From an optimization exercise on the open Yosys and OpenROAD flow, aimed at small area; shortcuts taken in it are not production practice. Where RTL was checked, it was by simulation tests only, not by an equivalence proof against the original. No activity file was given, so power comes from the tool's default toggle rates.

==> 10-16 <==
==> flow/design.v (excerpt) <==
module myDAC(input CLOCK,input rst,input [3:0] frequencyPlaceValue,
input [3:0] dutycycle,
input minOrMax,input [2:0] mode,input [1:0] waveform,
input btnC,input btnD,input btnL,
input btnR,input btnU,
input load_B,
output [3:0] an, output dp, output [6:0] seg,
output [3:0] JA,output LED,output warning);
==> flow/config.mk <==
export PLATFORM = sky130hd
export DESIGN_NAME = myDAC
export DESIGN_NICKNAME = myDAC
export VERILOG_FILES = /design/flow/design.v
export SDC_FILE = /design/flow/constraint.sdc
export NUM_CORES = 4
export LEC_CHECK = 0
export ABC_AREA = 1
export CAP_MARGIN = 20
export CORE_MARGIN = 2
export CORE_UTILIZATION = 55
export SLEW_MARGIN = 20
==> flow/constraint.sdc <==
create_clock -name core_clock -period 110.0 [get_ports {CLOCK}]
set_input_delay 22.0000 -clock core_clock [delete_from_list [all_inputs] [get_ports {CLOCK}]]
set_output_delay 22.0000 -clock core_clock [all_outputs]
set_load 0.01 [all_outputs]
run.sh (not shown) runs the stock make flow with config.mk's settings and CLKGATE_MAP_FILE= SYNTH_SCRIPT=/design/flow/synth_recipe.tcl, a recipe that flattens the netlist after the stock synthesis.
==> 08-08 (differences from 10-16) <==
--- a/flow/design.v
+++ b/flow/design.v
@@ -86,11 +86,11 @@
 end
 endmodule
 `timescale 1ns / 1ps
 `timescale 1ns / 1ps
 `timescale 1ns / 1ps
-module create_pulse(input valid, input [6:0] step, input [1:0] sel,
+module create_pulse(input [6:0] step, input [1:0] sel,
 input [5:0] maxi, input [5:0] mini, input high,
 output [11:0] value);
 wire [5:0] amp = maxi - mini;
 wire [6:0] sine_v;
 wire [5:0] saw_h;
@@ -101,18 +101,17 @@
 wire is_sine = (sel == 2'd0);
 wire is_pulse = (sel == 2'd1);
 wire is_tri = (sel == 2'd2);
 wire down = (step >= 7'd50);
 wire [6:0] step50 = down ? step - 7'd50 : step;
-wire [6:0] x = is_sine ? sine_v : (is_tri ? tri_h : {1'b0, saw_h});
-wire [6:0] y = is_sine ? {1'b0, amp} : (is_tri ? step50 : step);
+wire [6:0] x = is_sine ? sine_v : (is_tri ? tri_h : step);
+wire [5:0] y = is_sine ? amp : (is_tri ? step50[5:0] : saw_h);
 wire [11:0] p = is_pulse ? 12'd0 : x * y;
 wire neg = is_pulse ? high : (is_tri & down);
 wire [5:0] base = neg ? maxi : mini;
 wire [11:0] b124 = {base, 7'd0} - {base, 2'd0};
-wire [11:0] v = neg ? b124 - p : b124 + p;
-assign value = valid ? v : 12'd0;
+assign value = neg ? b124 - p : b124 + p;
 endmodule
 `timescale 1ns / 1ps
 module sine_tab(input [6:0] a, output reg [6:0] y);
 always @(*) begin
     case (a)
@@ -390,21 +389,24 @@
     end
     assign segSeven = {~(4'b0001 << pos), dpo, segs};
 endmodule
 `timescale 1ns / 1ps
 `timescale 1ns / 1ps
-module DA2RefComp(input clk,input rst,input en_clk,input dac_rst,
+module DA2RefComp(input clk,input rst,input en_clk,input en_pre,input dac_rst,
 output D1,output D2,output CLK_OUT,output nSYNC,
 input [11:0] DATA1,input [11:0] DATA2,input START,output DONE);
 localparam [1:0] Idle = 2'd0, ShiftOut = 2'd1, SyncData = 2'd2;
 reg [1:0] current_state;
 reg [1:0] next_state;
 reg [11:0] data1;
 reg [11:0] data2;
 reg clk_div;
 reg [3:0] shiftCounter;
 wire clk_div_rise = en_clk && !dac_rst && !clk_div;
+wire load = clk_div_rise && (current_state == Idle);
+wire preload = en_pre && !dac_rst && !clk_div && (current_state == Idle);
+reg d2_last;
 always @(posedge clk) begin
     if (rst || dac_rst)
         clk_div <= 1'b0;
     else if (en_clk)
         clk_div <= ~clk_div;
@@ -414,24 +416,29 @@
     if (rst) begin
         shiftCounter <= 4'd0;
         data1 <= 12'd0;
         data2 <= 12'd0;
     end
-    else if (clk_div_rise) begin
-        if (current_state == Idle) begin
-            shiftCounter <= 4'd0;
-            data1 <= DATA1;
+    else begin
+        if (preload)
             data2 <= DATA2;
+        if (clk_div_rise) begin
+            if (current_state == Idle) begin
+                shiftCounter <= 4'd0;
+                data1 <= DATA1;
+            end
+            else if (current_state == ShiftOut)
+                shiftCounter <= shiftCounter + 1'b1;
         end
-        else if (current_state == ShiftOut)
-            shiftCounter <= shiftCounter + 1'b1;
     end
 end
 wire [15:0] word1 = {4'b0000, data1};
 wire [15:0] word2 = {4'b0000, data2};
 assign D1 = word1[~shiftCounter];
-assign D2 = word2[~shiftCounter];
+assign D2 = load ? d2_last : word2[~shiftCounter];
+always @(posedge clk)
+    d2_last <= D2;
 always @(posedge clk) begin
     if (rst || dac_rst)
         current_state <= Idle;
     else if (clk_div_rise)
         current_state <= next_state;
@@ -576,64 +583,51 @@
     end
 end
 wire tick_A, tick_B;
 create_frequency cA(CLOCK, rst, limit_A, tick_A);
 create_frequency cB(CLOCK, rst, limit_B, tick_B);
-reg valid_A, valid_B;
 reg [6:0] step_A, step_B;
 reg [5:0] smax_A, smin_A, smax_B, smin_B;
 reg high_A, high_B;
-wire [6:0] nstep_A = (!valid_A || step_A == 7'd99) ? 7'd0 : step_A + 1'b1;
+wire [6:0] nstep_A = (step_A == 7'd99) ? 7'd0 : step_A + 1'b1;
 always @(posedge CLOCK) begin
     if (rst) begin
-        valid_A <= 1'b0;
-        step_A <= 7'd0;
+        step_A <= 7'd99;
         smax_A <= 6'd0;
         smin_A <= 6'd0;
         high_A <= 1'b0;
     end
     else if (tick_A) begin
-        valid_A <= 1'b1;
         step_A <= nstep_A;
         smax_A <= maxi;
         smin_A <= mini;
         high_A <= (nstep_A < {duty_ten, 3'b000} + {duty_ten, 1'b0} + duty_one);
     end
 end
-wire nvalid_B = valid_B | tick_B;
-wire [6:0] nstep_B = !tick_B ? step_B : ((!valid_B || step_B == 7'd99) ? 7'd0 : step_B + 1'b1);
+wire [6:0] nstep_B = !tick_B ? step_B : ((step_B == 7'd99) ? 7'd0 : step_B + 1'b1);
 wire [5:0] nsmax_B = tick_B ? maxi_B : smax_B;
 wire [5:0] nsmin_B = tick_B ? mini_B : smin_B;
 wire nhigh_B = tick_B ? (nstep_B < {dutyB_ten, 3'b000} + {dutyB_ten, 1'b0} + dutyB_one) : high_B;
 always @(posedge CLOCK) begin
     if (rst) begin
-        valid_B <= 1'b0;
-        step_B <= 7'd0;
+        step_B <= 7'd99;
         smax_B <= 6'd0;
         smin_B <= 6'd0;
         high_B <= 1'b0;
     end
     else begin
-        valid_B <= nvalid_B;
         step_B <= nstep_B;
         smax_B <= nsmax_B;
         smin_B <= nsmin_B;
         high_B <= nhigh_B;
     end
 end
 wire use_A = HALF_TICK;
 wire [11:0] wave_value;
-create_pulse w(use_A ? valid_A : nvalid_B, use_A ? step_A : nstep_B,
-    use_A ? waveform : wave_B, use_A ? smax_A : nsmax_B, use_A ? smin_A : nsmin_B,
+create_pulse w(use_A ? step_A : nstep_B, use_A ? waveform : wave_B,
+    use_A ? smax_A : nsmax_B, use_A ? smin_A : nsmin_B,
     use_A ? high_A : nhigh_B, wave_value);
-reg [11:0] data_B;
-always @(posedge CLOCK) begin
-    if (pre[1:0] == 2'b00)
-        data_B <= wave_value;
-end
-wire [11:0] DATA_A = wave_value;
-wire [11:0] DATA_B = data_B;
 wire [11:0] segSeven;
 display_7segment s4(scan, mode, load_B ? (wave_B == 2'd1) : (waveform == 2'd1),
     load_B ? maxi_B : maxi, load_B ? mini_B : mini,
     load_B ? dutyB_ten : duty_ten, load_B ? dutyB_one : duty_one,
     load_B ? fB_one : f_one, load_B ? fB_ten : f_ten,
@@ -645,16 +639,17 @@
 assign warning = load_B;
 DA2RefComp MY_BASIC_DAC (
  .clk(CLOCK),
  .rst(rst),
  .en_clk(HALF_TICK),
+ .en_pre(pre[1:0] == 2'b00),
  .START(START),
  .dac_rst(RESET),
  .D1(JA[1]),
  .D2(JA[2]),
  .CLK_OUT(JA[3]),
  .nSYNC(JA[0]),
- .DATA1(DATA_A),
- .DATA2(DATA_B),
+ .DATA1(wave_value),
+ .DATA2(wave_value),
  .DONE(LED)
 );
 endmodule
==> flow/flow/run.sh (new file) <==
#!/bin/bash
# Standard synthesis, then the combinational logic is re-mapped for area
# with a stronger ABC script (flip-flops untouched), then the standard
# layout from that netlist.
set -euo pipefail
W=$PWD
R=$W/orfs/results/$FLOW_PLATFORM/myDAC/base
bash standard.sh synth > $W/synth_standard.log 2>&1
cp $R/1_2_yosys.v $W/standard_1_2_yosys.v
LIB=$FLOW_HOME/platforms/sky130hd/lib/sky130_fd_sc_hd__tt_025C_1v80.lib \
DONTUSE=$W/flow/dontuse.txt IN_V=$W/standard_1_2_yosys.v TOP=$FLOW_TOP OUTDIR=$W \
OUT_V=$W/reopt_1_2_yosys.v ABC_SCRIPT=$W/flow/area.abc \
  yosys -c $W/flow/reopt.tcl > $W/reopt.log 2>&1
cp $W/reopt_1_2_yosys.v $R/1_2_yosys.v
rm -f $R/1_synth.odb
bash standard.sh > $W/layout_standard.log 2>&1
==> flow/flow/area.abc (new file) <==
strash
&get -n
&fraig -x
&put
scorr
dc2
dretime
strash
&get -n
&dch -f
&nf -R 1000
&put
==> flow/flow/dontuse.txt (new file) <==
-dont_use sky130_fd_sc_hd__lpflow_bleeder_1 -dont_use sky130_fd_sc_hd__lpflow_clkbufkapwr_1 -dont_use sky130_fd_sc_hd__lpflow_clkbufkapwr_16 -dont_use sky130_fd_sc_hd__lpflow_clkbufkapwr_2 -dont_use sky130_fd_sc_hd__lpflow_clkbufkapwr_4 -dont_use sky130_fd_sc_hd__lpflow_clkbufkapwr_8 -dont_use sky130_fd_sc_hd__lpflow_clkinvkapwr_1 -dont_use sky130_fd_sc_hd__lpflow_clkinvkapwr_16 -dont_use sky130_fd_sc_hd__lpflow_clkinvkapwr_2 -dont_use sky130_fd_sc_hd__lpflow_clkinvkapwr_4 -dont_use sky130_fd_sc_hd__lpflow_clkinvkapwr_8 -dont_use sky130_fd_sc_hd__lpflow_decapkapwr_12 -dont_use sky130_fd_sc_hd__lpflow_decapkapwr_3 -dont_use sky130_fd_sc_hd__lpflow_decapkapwr_4 -dont_use sky130_fd_sc_hd__lpflow_decapkapwr_6 -dont_use sky130_fd_sc_hd__lpflow_decapkapwr_8 -dont_use sky130_fd_sc_hd__lpflow_inputiso0n_1 -dont_use sky130_fd_sc_hd__lpflow_inputiso0p_1 -dont_use sky130_fd_sc_hd__lpflow_inputiso1n_1 -dont_use sky130_fd_sc_hd__lpflow_inputiso1p_1 -dont_use sky130_fd_sc_hd__lpflow_inputisolatch_1 -dont_use sky130_fd_sc_hd__lpflow_isobufsrc_1 -dont_use sky130_fd_sc_hd__lpflow_isobufsrc_16 -dont_use sky130_fd_sc_hd__lpflow_isobufsrc_2 -dont_use sky130_fd_sc_hd__lpflow_isobufsrc_4 -dont_use sky130_fd_sc_hd__lpflow_isobufsrc_8 -dont_use sky130_fd_sc_hd__lpflow_isobufsrckapwr_16 -dont_use sky130_fd_sc_hd__lpflow_lsbuf_lh_hl_isowell_tap_1 -dont_use sky130_fd_sc_hd__lpflow_lsbuf_lh_hl_isowell_tap_2 -dont_use sky130_fd_sc_hd__lpflow_lsbuf_lh_hl_isowell_tap_4 -dont_use sky130_fd_sc_hd__lpflow_lsbuf_lh_isowell_4 -dont_use sky130_fd_sc_hd__lpflow_lsbuf_lh_isowell_tap_1 -dont_use sky130_fd_sc_hd__lpflow_lsbuf_lh_isowell_tap_2 -dont_use sky130_fd_sc_hd__lpflow_lsbuf_lh_isowell_tap_4 -dont_use sky130_fd_sc_hd__probe_p_8 -dont_use sky130_fd_sc_hd__probec_p_8 
==> flow/flow/reopt.tcl (new file) <==
# Re-map the combinational logic of the standard synthesis netlist for area.
# Flip-flops stay as they are (same instances, names and cell types).
yosys -import
set lib $::env(LIB)
set dont [exec cat $::env(DONTUSE)]
read_liberty -wb -ignore_miss_func $lib
blackbox =sky130_fd_sc_hd__df* =sky130_fd_sc_hd__edf* =sky130_fd_sc_hd__sdf* =sky130_fd_sc_hd__sedf* =sky130_fd_sc_hd__dl*
read_verilog $::env(IN_V)
hierarchy -top $::env(TOP)
flatten -wb
opt -purge
eval abc -liberty $lib $dont -script $::env(ABC_SCRIPT)
opt_clean -purge
hilomap -singleton -hicell sky130_fd_sc_hd__conb_1 HI -locell sky130_fd_sc_hd__conb_1 LO
insbuf -buf sky130_fd_sc_hd__buf_4 A X
splitnets
opt_clean -purge
tee -o $::env(OUTDIR)/reopt_stat.txt stat -liberty $lib
write_verilog -noattr -nohex -nodec $::env(OUT_V)
==> flow/standard.sh (new file) <==
#!/bin/bash
# synth_recipe.tcl (not shown) runs the flow's synth.tcl, then flattens the netlist and writes it again
# the make line also repeats each setting of config.mk as NAME=value (left out here)
make -C /OpenROAD-flow-scripts/flow DESIGN_CONFIG=/design/flow/config.mk WORK_HOME=/design/flow/orfs CLKGATE_MAP_FILE= SYNTH_SCRIPT=/design/flow/synth_recipe.tcl "${@:-finish}"
CTS_CLUSTER_DIAMETER = 500   (was default)
CTS_CLUSTER_SIZE = 30   (was default)
removed: flow/run.sh
==> 09-01 (differences from 10-16) <==
--- a/flow/design.v
+++ b/flow/design.v
@@ -45,28 +45,32 @@
 end
 wire [13:0] fnext = f + delta;
 wire [3:0] dnext = wrap ? 4'd0 : digit + 1'b1;
 wire [13:0] d = {fnext[13:1], fnext[0] | (fnext == 14'd0)};
 wire [4:0] s = pre[4:0];
-wire active = (pre[8:7] == 2'b01) && (s <= 5'd18);
-wire nbit = N[5'd18 - s];
-wire [14:0] a = {(s == 5'd0) ? 14'd0 : r, nbit};
+wire active = (pre[8:7] == 2'b01);
+wire stepping = active && (s != 5'd0) && (s <= 5'd19);
+wire nbit = N[5'd19 - s];
+wire [14:0] a = {r, nbit};
 wire [15:0] diff = {1'b0, a} - {2'b00, d};
 wire ge = !diff[15];
-always @(posedge clk)
-    r <= ge ? diff[13:0] : a[13:0];
-wire [1:0] j = pre[6:5];
 always @(posedge clk) begin
-    cand0 <= {cand0[17:0], (active && j == 2'd0) ? ge : cand0[18]};
-    cand1 <= {cand1[17:0], (active && j == 2'd1) ? ge : cand1[18]};
-    cand2 <= {cand2[17:0], (active && j == 2'd2) ? ge : cand2[18]};
-    cand3 <= {cand3[17:0], (active && j == 2'd3) ? ge : cand3[18]};
-end
-wire [18:0] q0 = {cand0[1:0], cand0[18:2]};
-wire [18:0] q1 = {cand1[7:0], cand1[18:8]};
-wire [18:0] q2 = {cand2[13:0], cand2[18:14]};
-wire [18:0] q3 = {cand3[0], cand3[18:1]};
+    if (active && s == 5'd0)
+        r <= 14'd0;
+    else if (stepping)
+        r <= ge ? diff[13:0] : a[13:0];
+end
+always @(posedge clk) begin
+    if (stepping) begin
+        case (pre[6:5])
+            2'd0: cand0 <= {cand0[17:0], ge};
+            2'd1: cand1 <= {cand1[17:0], ge};
+            2'd2: cand2 <= {cand2[17:0], ge};
+            default: cand3 <= {cand3[17:0], ge};
+        endcase
+    end
+end
 always @(posedge clk) begin
     if (rst) begin
         one <= 4'd0;
         ten <= 4'd0;
         hundred <= 4'd0;
@@ -75,23 +79,23 @@
         limit <= 19'd500;
     end
     else if (en_4hz && onehot) begin
         f <= fnext;
         case (pv)
-            2'd0: begin one <= dnext;      limit <= q0; end
-            2'd1: begin ten <= dnext;      limit <= q1; end
-            2'd2: begin hundred <= dnext;  limit <= q2; end
-            default: begin thousand <= dnext; limit <= q3; end
+            2'd0: begin one <= dnext;      limit <= cand0; end
+            2'd1: begin ten <= dnext;      limit <= cand1; end
+            2'd2: begin hundred <= dnext;  limit <= cand2; end
+            default: begin thousand <= dnext; limit <= cand3; end
         endcase
     end
 end
 endmodule
 `timescale 1ns / 1ps
 `timescale 1ns / 1ps
 `timescale 1ns / 1ps
 module create_pulse(input valid, input [6:0] step, input [1:0] sel,
-input [5:0] maxi, input [5:0] mini, input high,
+input [5:0] maxi, input [5:0] mini, input [3:0] duty_ten, input [3:0] duty_one,
 output [11:0] value);
 wire [5:0] amp = maxi - mini;
 wire [6:0] sine_v;
 wire [5:0] saw_h;
 wire [6:0] tri_h;
@@ -101,10 +105,12 @@
 wire is_sine = (sel == 2'd0);
 wire is_pulse = (sel == 2'd1);
 wire is_tri = (sel == 2'd2);
 wire down = (step >= 7'd50);
 wire [6:0] step50 = down ? step - 7'd50 : step;
+wire [6:0] duty = {duty_ten, 3'b000} + {duty_ten, 1'b0} + duty_one;
+wire high = (step < duty);
 wire [6:0] x = is_sine ? sine_v : (is_tri ? tri_h : {1'b0, saw_h});
 wire [6:0] y = is_sine ? {1'b0, amp} : (is_tri ? step50 : step);
 wire [11:0] p = is_pulse ? 12'd0 : x * y;
 wire neg = is_pulse ? high : (is_tri & down);
 wire [5:0] base = neg ? maxi : mini;
@@ -579,54 +585,58 @@
 create_frequency cA(CLOCK, rst, limit_A, tick_A);
 create_frequency cB(CLOCK, rst, limit_B, tick_B);
 reg valid_A, valid_B;
 reg [6:0] step_A, step_B;
 reg [5:0] smax_A, smin_A, smax_B, smin_B;
-reg high_A, high_B;
-wire [6:0] nstep_A = (!valid_A || step_A == 7'd99) ? 7'd0 : step_A + 1'b1;
+reg [3:0] sdt_A, sdo_A, sdt_B, sdo_B;
 always @(posedge CLOCK) begin
     if (rst) begin
         valid_A <= 1'b0;
         step_A <= 7'd0;
         smax_A <= 6'd0;
         smin_A <= 6'd0;
-        high_A <= 1'b0;
+        sdt_A <= 4'd0;
+        sdo_A <= 4'd0;
     end
     else if (tick_A) begin
         valid_A <= 1'b1;
-        step_A <= nstep_A;
+        step_A <= (!valid_A || step_A == 7'd99) ? 7'd0 : step_A + 1'b1;
         smax_A <= maxi;
         smin_A <= mini;
-        high_A <= (nstep_A < {duty_ten, 3'b000} + {duty_ten, 1'b0} + duty_one);
+        sdt_A <= duty_ten;
+        sdo_A <= duty_one;
     end
 end
 wire nvalid_B = valid_B | tick_B;
 wire [6:0] nstep_B = !tick_B ? step_B : ((!valid_B || step_B == 7'd99) ? 7'd0 : step_B + 1'b1);
 wire [5:0] nsmax_B = tick_B ? maxi_B : smax_B;
 wire [5:0] nsmin_B = tick_B ? mini_B : smin_B;
-wire nhigh_B = tick_B ? (nstep_B < {dutyB_ten, 3'b000} + {dutyB_ten, 1'b0} + dutyB_one) : high_B;
+wire [3:0] nsdt_B = tick_B ? dutyB_ten : sdt_B;
+wire [3:0] nsdo_B = tick_B ? dutyB_one : sdo_B;
 always @(posedge CLOCK) begin
     if (rst) begin
         valid_B <= 1'b0;
         step_B <= 7'd0;
         smax_B <= 6'd0;
         smin_B <= 6'd0;
-        high_B <= 1'b0;
+        sdt_B <= 4'd0;
+        sdo_B <= 4'd0;
     end
     else begin
         valid_B <= nvalid_B;
         step_B <= nstep_B;
         smax_B <= nsmax_B;
         smin_B <= nsmin_B;
-        high_B <= nhigh_B;
+        sdt_B <= nsdt_B;
+        sdo_B <= nsdo_B;
     end
 end
 wire use_A = HALF_TICK;
 wire [11:0] wave_value;
 create_pulse w(use_A ? valid_A : nvalid_B, use_A ? step_A : nstep_B,
     use_A ? waveform : wave_B, use_A ? smax_A : nsmax_B, use_A ? smin_A : nsmin_B,
-    use_A ? high_A : nhigh_B, wave_value);
+    use_A ? sdt_A : nsdt_B, use_A ? sdo_A : nsdo_B, wave_value);
 reg [11:0] data_B;
 always @(posedge CLOCK) begin
     if (pre[1:0] == 2'b00)
         data_B <= wave_value;
 end
==> summary.txt <==
worst r2r src: cB.count[16]
Synth Area in Adders: 12.9%
Worst-Skew Late Latency: 570 ps
worst hold path startpoint: f1.cand1[2]
# rows: 76
status: finished clean
combinational power: 122 uW
Starting Density: 55.8%
top-count cell post-synth: nand2_1
(the above is from 09-01)
==> summary.txt <==
top-count cell post-synth: nand2_1
status: finished clean
Synth Area in Adders: 14.1%
worst hold path startpoint: f1.cand1[10]
worst r2r src: limit_B[14]
# rows: 75
clock-cell share of area: 5.28%
combinational power: 210 uW
gpl congestion: 0.933
(the above is from 10-16)
==> summary.txt <==
Slew HR: 30.1%
Post-CTS Setup Repair Bufs: 0
Starting Density: 55.9%
# rows: 67
status: finished clean
worst r2r src: cB.count[0]
Worst-Skew Late Latency: 530 ps
(the above is from 08-08)
Only the layout flow was run in 10-16; the RTL was not checked for function there.

==> afterwards: timing with drivers on the ports <==
Ports are ideal in the flow. The routed layouts listed here were re-timed in OpenROAD.
Step 1, drivers: a clkbuf_16 drives CLOCK and a buf_2 each remaining input, both assumed.
Step 2 times the ports against the registers' clock, not the clock port: input delays grow and output delays shrink by t, the midpoint of the rising clock arrivals with the driver on.
Three values: ideal, step 1, step 2; two values: the first two.
run | shift t [ns] | setup WS [ns] | worst setup path after step 2 | worst register clock-pin slew, ns
10-16 | 0.614 | 60.260 / 60.226 / 60.226 | input to output | 0.06 / 0.06
08-08 | 0.568 | 60.249 / 60.208 / 60.208 | input to output | 0.13 / 0.13
09-01 | 0.619 | 60.413 / 60.389 / 60.389 | input to output | 0.06 / 0.06
After both steps setup and hold are still met in every run listed. The setup slack of 08-08, which loses most, moves by -0.041 ns with the drivers and by -0.041 ns with both steps.
